Context: an optimization exercise on an open-source flow, tuned for small area. The choices shown serve that exercise and are no tape-out recipe.
In this exercise RTL edits were held to simulation tests only and were not proved equivalent to the original.
The clock cells of this run come from the design's own scripts or RTL, not from TritonCTS.
No driver is modelled on the clock port, so clock power and skew are understated where the tree is cut down; a real chip needs a root buffer or a tree.
Power is estimated from default activity; no workload was simulated.

==> flow/design.v <==
`timescale 1ns / 1ps
module memory_game(
	input clk,
	input reset,
	input rst,
	input btnTM,
	input [7:0] sw,
	output [7:0] LED,
	output [7:0] seg,
	output [2:0] an
	);
reg [4:0] tks;
wire tick = tks[0] & ~tks[3] & ~tks[4];
always @(posedge clk)
	if (reset)
		tks <= 5'd4;
	else
		tks <= {tks[3:0], tks[4] ^ ~(tks[2] & ~tks[1] & tks[0])};
reg r_s0, r_s1, r_st;
reg [3:0] r_cnt;
always @(posedge clk)
	if (reset) begin
		r_s0 <= 1'b0; r_s1 <= 1'b0; r_cnt <= 4'd0; r_st <= 1'b0;
	end else if (tick) begin
		r_s0 <= ~rst;
		r_s1 <= r_s0;
		if (r_st == r_s1)
			r_cnt <= 4'd0;
		else begin
			r_cnt <= {r_cnt[2:0], r_cnt[3] ^ r_cnt[2] ^ (r_cnt[2:0] == 3'd0)};
			if (r_cnt == 4'd8) r_st <= ~r_st;
		end
	end
reg b_s0, b_s1, b_st;
reg [3:0] b_cnt;
always @(posedge clk)
	if (reset) begin
		b_s0 <= 1'b0; b_s1 <= 1'b0; b_cnt <= 4'd0; b_st <= 1'b0;
	end else if (tick) begin
		b_s0 <= ~btnTM;
		b_s1 <= b_s0;
		if (b_st == b_s1)
			b_cnt <= 4'd0;
		else begin
			b_cnt <= {b_cnt[2:0], b_cnt[3] ^ b_cnt[2] ^ (b_cnt[2:0] == 3'd0)};
			if (b_cnt == 4'd8) b_st <= ~b_st;
		end
	end
wire rr = reset | r_st;    
reg [7:0] lfsr;
always @(posedge clk)
	if (reset)
		lfsr <= 8'd0;
	else
		lfsr <= {lfsr[6:0], ~(lfsr[7] ^ lfsr[3] ^ lfsr[2])};
reg rng_pulse;    
reg pulse;        
reg show;         
reg [7:0] gen_level;
always @(posedge clk)
	if (rng_pulse)
		gen_level <= lfsr;
assign LED = show ? gen_level : 8'd0;
reg eu, ev;
wire enter = eu | ev;
wire inc = eu & ~ev;
wire inc_d = eu & ev;
wire inc_n = ~rr & b_st & (gen_level == sw) & ~pulse & ~inc;
reg pa, pb, pc;
wire o_rst = pa & ~pb;
wire o_inc = ~pa & pb;
reg [1:0] s_h;
reg [3:0] s_t, s_o;
wire mstep;
always @(posedge clk) begin
	eu <= inc_n | (~rr & inc);
	ev <= (rr | b_st) & ~inc_n;
end
always @(posedge clk)
	if (reset) begin
		pa <= 1'b0; pb <= 1'b0; pc <= 1'b0;
	end else if (mstep) begin
		pa <= pc | inc_d;
		pb <= (pa & pb & ~pc) | inc_d;
		pc <= r_st;
	end else begin
		pa <= pa | inc_d;
		pb <= pb | inc_d;
		pc <= pc | r_st;
	end
wire c_o = mstep & o_inc;
wire c_t = c_o & s_o[0] & s_o[3];
wire c_h = c_t & s_t[0] & s_t[3];
wire s_clr = reset | (mstep & o_rst) |
	(c_o & s_h[1] & s_t[2] & ~s_t[1] & s_t[0] & s_o[2] & ~s_o[1] & s_o[0]);
always @(posedge clk) begin
	s_o[0] <= ~s_clr & (s_o[0] ^ c_o);
	s_o[1] <= ~s_clr & (s_o[1] ^ (c_o & s_o[0] & ~s_o[3]));
	s_o[2] <= ~s_clr & (s_o[2] ^ (c_o & s_o[0] & s_o[1]));
	s_o[3] <= ~s_clr & (s_o[3] ^ (c_o & s_o[0] & (s_o[3] | (s_o[1] & s_o[2]))));
	s_t[0] <= ~s_clr & (s_t[0] ^ c_t);
	s_t[1] <= ~s_clr & (s_t[1] ^ (c_t & s_t[0] & ~s_t[3]));
	s_t[2] <= ~s_clr & (s_t[2] ^ (c_t & s_t[0] & s_t[1]));
	s_t[3] <= ~s_clr & (s_t[3] ^ (c_t & s_t[0] & (s_t[3] | (s_t[1] & s_t[2]))));
	s_h[0] <= ~s_clr & (s_h[0] ^ c_h);
	s_h[1] <= ~s_clr & (s_h[1] ^ (c_h & s_h[0]));
end
wire big = (s_h != 2'd0) | (s_t != 4'd0);
wire [9:0] lval =
	big           ? 10'b0000100010 :
	(s_o == 4'd0) ? 10'b1010011011 :
	(s_o == 4'd1) ? 10'b0001010010 :
	(s_o == 4'd2) ? 10'b0010101011 :
	(s_o == 4'd3) ? 10'b1000000011 :
	(s_o == 4'd4) ? 10'b0000101011 :
	(s_o == 4'd5) ? 10'b1111000001 :
	(s_o == 4'd6) ? 10'b1110111001 :
	(s_o == 4'd7) ? 10'b1110011010 :
	(s_o == 4'd8) ? 10'b1000110011 :
	                10'b1001110010;
reg [9:0] lcnt;
wire ldone = (lcnt == 10'b1010011011) & ~rng_pulse;
always @(posedge clk) begin
	if (reset | enter)
		lcnt <= lval;
	else
		lcnt <= {lcnt[8:0], ~(lcnt[9] ^ lcnt[6])};
	rng_pulse <= reset | enter;
	pulse <= reset | enter | (pulse & ~ldone);
	show <= ~reset & pulse & ~rng_pulse;
end
reg [4:0] dps;
reg [1:0] g;
reg dinit;                
assign mstep = (dps == 5'd30);
always @(posedge clk) begin
	if (reset)
		dps <= 5'd0;
	else
		dps <= {dps[3:0], dps[4] ^ dps[2] ^ (dps[3:0] == 4'd0)};
	if (reset)
		g <= 2'b00;
	else if (mstep)
		g <= {g[0], ~g[1]};
	if (reset)
		dinit <= 1'b1;
	else if (mstep && g == 2'b01)
		dinit <= 1'b0;
end
reg [3:0] dig2;
always @(*)
	case (g)
		2'b11: dig2 = s_o;
		2'b10: dig2 = s_t;
		2'b00: dig2 = {2'b00, s_h};
		default: dig2 = 4'd0;
	endcase
wire x3 = dig2[3], x2 = dig2[2], x1 = dig2[1], x0 = dig2[0];
wire [6:0] sev;
assign sev[0] = (~x3 & ~x2 & ~x1 & x0) | (x2 & ~x1 & ~x0);
assign sev[1] = x2 & (x1 ^ x0);
assign sev[2] = ~x2 & x1 & ~x0;
assign sev[3] = (~x2 & ~x1 & x0) | (x2 & ~x1 & ~x0) | (x2 & x1 & x0);
assign sev[4] = x0 | (x2 & ~x1);
assign sev[5] = (~x3 & ~x2 & (x1 | x0)) | (x1 & x0);
assign sev[6] = (~x3 & ~x2 & ~x1) | (x2 & x1 & x0);
assign seg = {1'b1, sev | {7{dinit}}};
assign an = {~(~dinit & g == 2'b00), ~(g == 2'b10), ~(g == 2'b11)};
endmodule
==> flow/flow/run.sh <==
#!/bin/bash
# The standard layout (standard.sh) with three changes:
#  - synthesis (flow/synth.tcl) is synth_recipe.tcl with ABC's mapping step
#    run with flow/abc_area.script and a 10 ns delay target instead of
#    ORFS's speed script; every other step, and so every register, is as in
#    the standard synthesis;
#  - port buffers use the smallest buffer (buf_1);
#  - the clk port drives three buf_12 clock buffers, each placed at the centroid of a
#    group of flip-flops and driving that group (flow/pre_cts.tcl, run as
#    the PRE_CTS hook), in place of TritonCTS's H-tree.
# The full output of the flow goes to flow.log in this folder.
export MY_ABC_SCRIPT="$PWD/flow/abc_area.script"
export MY_ABC_D=10000
export BUFFER_PORTS_ARGS="-buffer_cell sky130_fd_sc_hd__buf_1"
export PRE_CTS_TCL="$PWD/flow/pre_cts.tcl"
export CUSTOM_CLKBUF=sky130_fd_sc_hd__buf_12
export CUSTOM_CLK_GROUPS=3
bash standard.sh SYNTH_SCRIPT="$PWD/flow/synth.tcl" finish > flow.log 2>&1
==> flow/flow/abc_area.script <==
strash
ifraig
scorr
dc2
dretime
strash
&get -n
&syn2
&dch -f
&nf -R 1000 -a
&put
strash
&get -n
&syn2
&dch -f
&nf -R 1000 -a
&put
==> flow/flow/pre_cts.tcl <==
set sinks {}
foreach inst [[ord::get_db_block] getInsts] {
  foreach it [$inst getITerms] {
    if {[$it isInputSignal] && [[$it getMTerm] getSigType] == "CLOCK"} {
      set b [$inst getBBox]
      lappend sinks [list $it [expr ([$b xMin] + [$b xMax]) / 2.0] [expr ([$b yMin] + [$b yMax]) / 2.0]]
    }
  }
}
set k $::env(CUSTOM_CLK_GROUPS)
set n [llength $sinks]
# initial centres: spread along the sink list sorted by x
set sorted [lsort -real -index 1 $sinks]
set centres {}
for {set g 0} {$g < $k} {incr g} {
  set s [lindex $sorted [expr int(($g + 0.5) * $n / $k)]]
  lappend centres [list [lindex $s 1] [lindex $s 2]]
}
for {set iter 0} {$iter < 30} {incr iter} {
  set assign {}
  for {set g 0} {$g < $k} {incr g} { set sx($g) 0.0; set sy($g) 0.0; set cnt($g) 0 }
  foreach s $sinks {
    set best 0; set bd 1e30
    for {set g 0} {$g < $k} {incr g} {
      set c [lindex $centres $g]
      set d [expr abs([lindex $s 1] - [lindex $c 0]) + abs([lindex $s 2] - [lindex $c 1])]
      if {$d < $bd} { set bd $d; set best $g }
    }
    lappend assign $best
    set sx($best) [expr $sx($best) + [lindex $s 1]]
    set sy($best) [expr $sy($best) + [lindex $s 2]]
    incr cnt($best)
  }
  set centres {}
  for {set g 0} {$g < $k} {incr g} {
    if {$cnt($g) > 0} { lappend centres [list [expr $sx($g) / $cnt($g)] [expr $sy($g) / $cnt($g)]] } else { lappend centres [list 0 0] }
  }
}
set dbu [[ord::get_db_tech] getDbUnitsPerMicron]
for {set g 0} {$g < $k} {incr g} {
  set pins {}
  foreach s $sinks a $assign {
    if {$a == $g} {
      set it [lindex $s 0]
      lappend pins [get_pins -of_objects [get_cells [[$it getInst] getName]] -filter "name == [[$it getMTerm] getName]"]
    }
  }
  if {[llength $pins] == 0} continue
  set c [lindex $centres $g]
  set cx [expr [lindex $c 0] / $dbu]; set cy [expr [lindex $c 1] / $dbu]
  puts "clock group $g: [llength $pins] sinks, buffer at ($cx, $cy)"
  insert_buffer -buffer_cell $::env(CUSTOM_CLKBUF) -net clk -load_pins $pins -buffer_name clkbuf_g$g -net_name clk_g$g -location [list $cx $cy]
}
proc clock_tree_synthesis {args} { puts "custom clock buffers in place of clock_tree_synthesis $args" }
==> flow/flow/synth.tcl <==
proc synth {args} { yosys synth -nofsm -noshare {*}$args }
# Technology mapping with yosys's own ABC script (area-oriented at the
# relaxed clock) instead of ORFS's speed script; everything else unchanged.
proc abc {args} {
  set i [lsearch -exact $args -script]
  if {$i >= 0} { set args [lreplace $args $i [expr {$i + 1}]] }
  if {[info exists ::env(MY_ABC_D)] && $::env(MY_ABC_D) ne ""} {
    set j [lsearch -exact $args -D]
    if {$j >= 0} { set args [lreplace $args $j [expr {$j + 1}]] }
    if {$::env(MY_ABC_D) ne "none"} { lappend args -D $::env(MY_ABC_D) }
  }
  if {[info exists ::env(MY_ABC_SCRIPT)] && $::env(MY_ABC_SCRIPT) ne ""} { set args [concat [list -script $::env(MY_ABC_SCRIPT)] $args] }
  yosys abc {*}$args
}
source $::env(SCRIPTS_DIR)/synth.tcl
# left out here: clear keep_hierarchy, flatten, clean up, hide names made inside functions, write 1_2_yosys.v
==> flow/standard.sh <==
#!/bin/bash
# synth_recipe.tcl (not shown) runs the flow's synth.tcl, then flattens the netlist and writes it again
# the make line also repeats each setting of config.mk as NAME=value (left out here)
make -C /OpenROAD-flow-scripts/flow DESIGN_CONFIG=/design/flow/config.mk WORK_HOME=/design/flow/orfs CLKGATE_MAP_FILE= SYNTH_SCRIPT=/design/flow/synth_recipe.tcl "${@:-finish}"
==> flow/config.mk <==
export PLATFORM = sky130hd
export DESIGN_NAME = memory_game
export DESIGN_NICKNAME = memory_game
export VERILOG_FILES = /design/flow/design.v
export SDC_FILE = /design/flow/constraint.sdc
export NUM_CORES = 4
export LEC_CHECK = 0
export CAP_MARGIN = 20
export CORE_MARGIN = 2
export CORE_UTILIZATION = 40
export SLEW_MARGIN = 20
==> flow/constraint.sdc <==
create_clock -name core_clock -period 10.0 [get_ports {clk}]
set_input_delay 2.0000 -clock core_clock [delete_from_list [all_inputs] [get_ports {clk}]]
set_output_delay 2.0000 -clock core_clock [all_outputs]
set_load 0.01 [all_outputs]
==> run summary <==
-- sequential cells by signal, indices dropped and copies added (netlist names), 5 cells and up --
register and count:
gen_level 8, lfsr 8, dps 5, lcnt 10, tks 5
-- worst register-to-register path, cell delays in order (launching register included) --
cell	delay, ns
dfxtp_1	0.34
nor2b_1	0.17
and4_1	0.31
and2_0	0.16
ha_1	0.22
and2_0	0.19
ha_1	0.24
and2_0	0.18
ha_1	0.17
xnor2_1	0.12
nor2_1	0.05
-- kinds of logic after synthesis --
kind of cell / Yosys count
xor+xnor: 18
other cells: 1
compound gates: 59
buf+inv: 16
mux: 1
fa+ha+maj: 7
flops: 71
simple gates: 133
-- final cells by class, clock buffers not listed --
type | instances | area (um^2) | share of cell area [%]
inverter | 15 | 56.3 | 1.79
multi-input combinational | 219 | 1310 | 41.4
sequential | 71 | 1500 | 47.6
tap | 96 | 120 | 3.81
timing repair buffer | 29 | 110 | 3.49
-- Yosys cell counts (4+ instances only) --
cell type,instances,area (um^2)
o21ai_0,11,55.1
ha_1,7,87.6
a21o_1,5,37.5
a211oi_1,7,52.6
nor3_1,7,35.0
nor2b_1,21,131
nand3_1,4,20.0
edfxtp_1,8,240
dfxtp_1,63,1260
xnor2_1,14,123
xor2_1,4,35.0
and2_0,14,87.6
nand2_1,25,93.8
a21oi_1,14,70.1
clkinv_1,15,56.3
a22oi_1,8,60.1
nand4_1,4,25.0
nor2_1,43,161
-- final timing paths --
check | start | end | slack [ns] | cells after the start
worst min-delay path | lfsr[1] | gen_level[1] | 0.44 | 0
worst max register to register | dps[1] | s_h[1] | 7.75 | 10
worst max-delay path | reset | lcnt[1] | 5.84 | 7
worst min register to register | lfsr[1] | gen_level[1] | 0.44 | 0
-- per-stage QoR --
stage / setup slack (ns) / total power, uW
global placement: 5.70 / 336
floorplan: 6.49 / 327
CTS: 5.67 / 428
global route: 5.52 / 467
detailed placement: 5.66 / 336
finish: 5.84 / 446
-- per-layer routing --
layer | vias up | part of all wire (%)
met5 | - | 0
met4 | 0 | 1.0
met3 | 4 | 2.2
met2 | 19 | 45
met1 | 996 | 51
li1 | 1128 | -
-- layout by cell type, fill, tap and decap left out, types with 2 or more instances in the layout --
master	n
nand2_1	25
dfxtp_1	63
and3_1	2
o22ai_1	3
o21ai_0	11
ha_1	7
and2_0	14
a211oi_1	7
nand3_1	4
nor3_1	7
a221o_1	3
or2_0	3
nor4_1	2
xor2_1	4
nor2_1	43
a21oi_1	14
a22oi_1	8
a2111oi_0	2
a21o_1	5
nor2b_1	21
buf_1	28
xnor2_1	14
edfxtp_1	8
a31oi_1	2
clkinv_1	15
buf_12	3
or3_1	2
nand4_1	4
-- power by group --
part           internal [uW]  switching (uW)  total [uW]
clock                   48.8            68.0         117
combinational           10.7            14.1        24.9
sequential               298            6.86         305
total                    357            88.9         446
==> results.cfg <==
[worst_setup_path]
crit_path_start_kind = input port
crit_type = in -> reg
path_max_fanout = 43
cp.required_ns = 10.08
path_cells = clkbuf_2 > nor3_1 > clkinv_1 > nand3_1 > or3_1 > a21oi_1 > nor2_1
slowest_stage = nor3_1
crit_buf_inv = 2
critPathMaxStageDelay_ns = 0.82
critPathArrivalTime_ns = 4.24
crit_family = simple AND/OR/NAND/NOR gates
crit_path_end_kind = register

[place]
gp_congestion = 0.804
dp_cells = 430
placed_area_um2 = 3090
place_hpwl_um = 3630
numPortBuffers = 29

[synthesis]
yosys.area_share.simple_pct = 23.0
synth-seq-area-share_pct = 52.3
synth_edf_count = 8
yosys_warnings = 1
synthAdderAreaFrac_pct = 3.05
avgSynthCellArea_um2 = 9.38
syn_inst = 306
yosysUniqueCellTypes = 39
synthArstFlopShare_pct = 0
netlist_area_um2 = 2870
synth-xor-area-share_pct = 5.49
synth_compound_area_share_pct = 13.5
synth_top_family_by_area = simple AND/OR/NAND/NOR gates
synthMuxAreaShare_pct = 0.349
ys_ff_latch = 71
syn_nets = 325
ys.flop_type = dfxtp_1

[floorplan]
rows = 30
pin_count = 31
start_util_pct = 41.8
coreArea_um2 = 6870
die_x_um = 88.7
die_area_um2 = 7870
die_h_um = 88.7

[timing]
hold_viol = 0
rsz0062_at_grt = no
fin_skew_ns = 0.0172
drv_slew = 0
finalCritPeriodShare_pct = 41.6
fin_crit_ns = 4.16
setup_violations = 0
setup_tns_ns = 0
worst_pin_slew_ns = 0.836
max_freq_mhz = 240
slew_headroom_pct = 43.8
finalHoldWorstSlack_ns = 0.445

[grt]
use_met3_pct = 0.840
grtUsageTotal_pct = 12.9
busiest_layer = met2
grt_pass1_vias = 1866
grt_max_degree = 44
grt_use_met1_pct = 19.7
grt-ovfl-total = 0
grt_antenna_before_repair = 0
grtUsageMet2_pct = 21.0
grt_pass1_wl_um = 8600

[final_layout]
area_growth_pct = 9.85
drive_gt1_share_pct = 1.19
stdcell_area_um2 = 3150
layout.cells.non_filler = 433
fin_util_pct = 45.9
nets = 358
fillerInstances = 669
diodes = 0

[route]
drtAntennaViolNets = 0
dr.pass1.iters = 5
wl_um = 5110
drt_iter0_markers = 63
wl_per_cell_um = 11.8
drc = 0
num_vias = 2147
routed_via_density = 4.96

[power]
peakVddDrop_mv = 0.132
p_per_area_nw_per_um2 = 142
p_leak_uw = 0.00113

[clocking]
cts_setup_buffers = 0
clk_latency_ns = 0.13
path_clk_slew_ns = 0.10
holdBufCountCts = 0
cts_resized = 0

[worst_hold_path]
hold_class = reg -> reg

[job]
maxCapViolCount = 0

[outcome]
status = timing/DRC/antenna clean

-- what the ideal ports hide --
The results above use ideal ports. As a check the final layout listed here was re-extracted and re-timed, cells and wires unchanged.
Step 1: set_driving_cell puts a clkbuf_16 on clk and a buf_2 on each other input, an assumption about the parent block.
Step 2 moves the port delays by t, midway between the first and last clock arrival at a register: inputs arrive t later, outputs are due t later. That takes back most of the time a late clock gives input paths.
a / b / c = no drivers / after step 1 / after step 2; a / b = the first two.
shift t [ns]: 0.189
setup slack, ns: 5.838 / 5.883 / 5.694
worst setup path after step 2: input to register
After both steps this run still meets setup and hold. For this run, drivers alone change the setup slack by +0.045 ns; drivers and shift together by -0.144 ns.
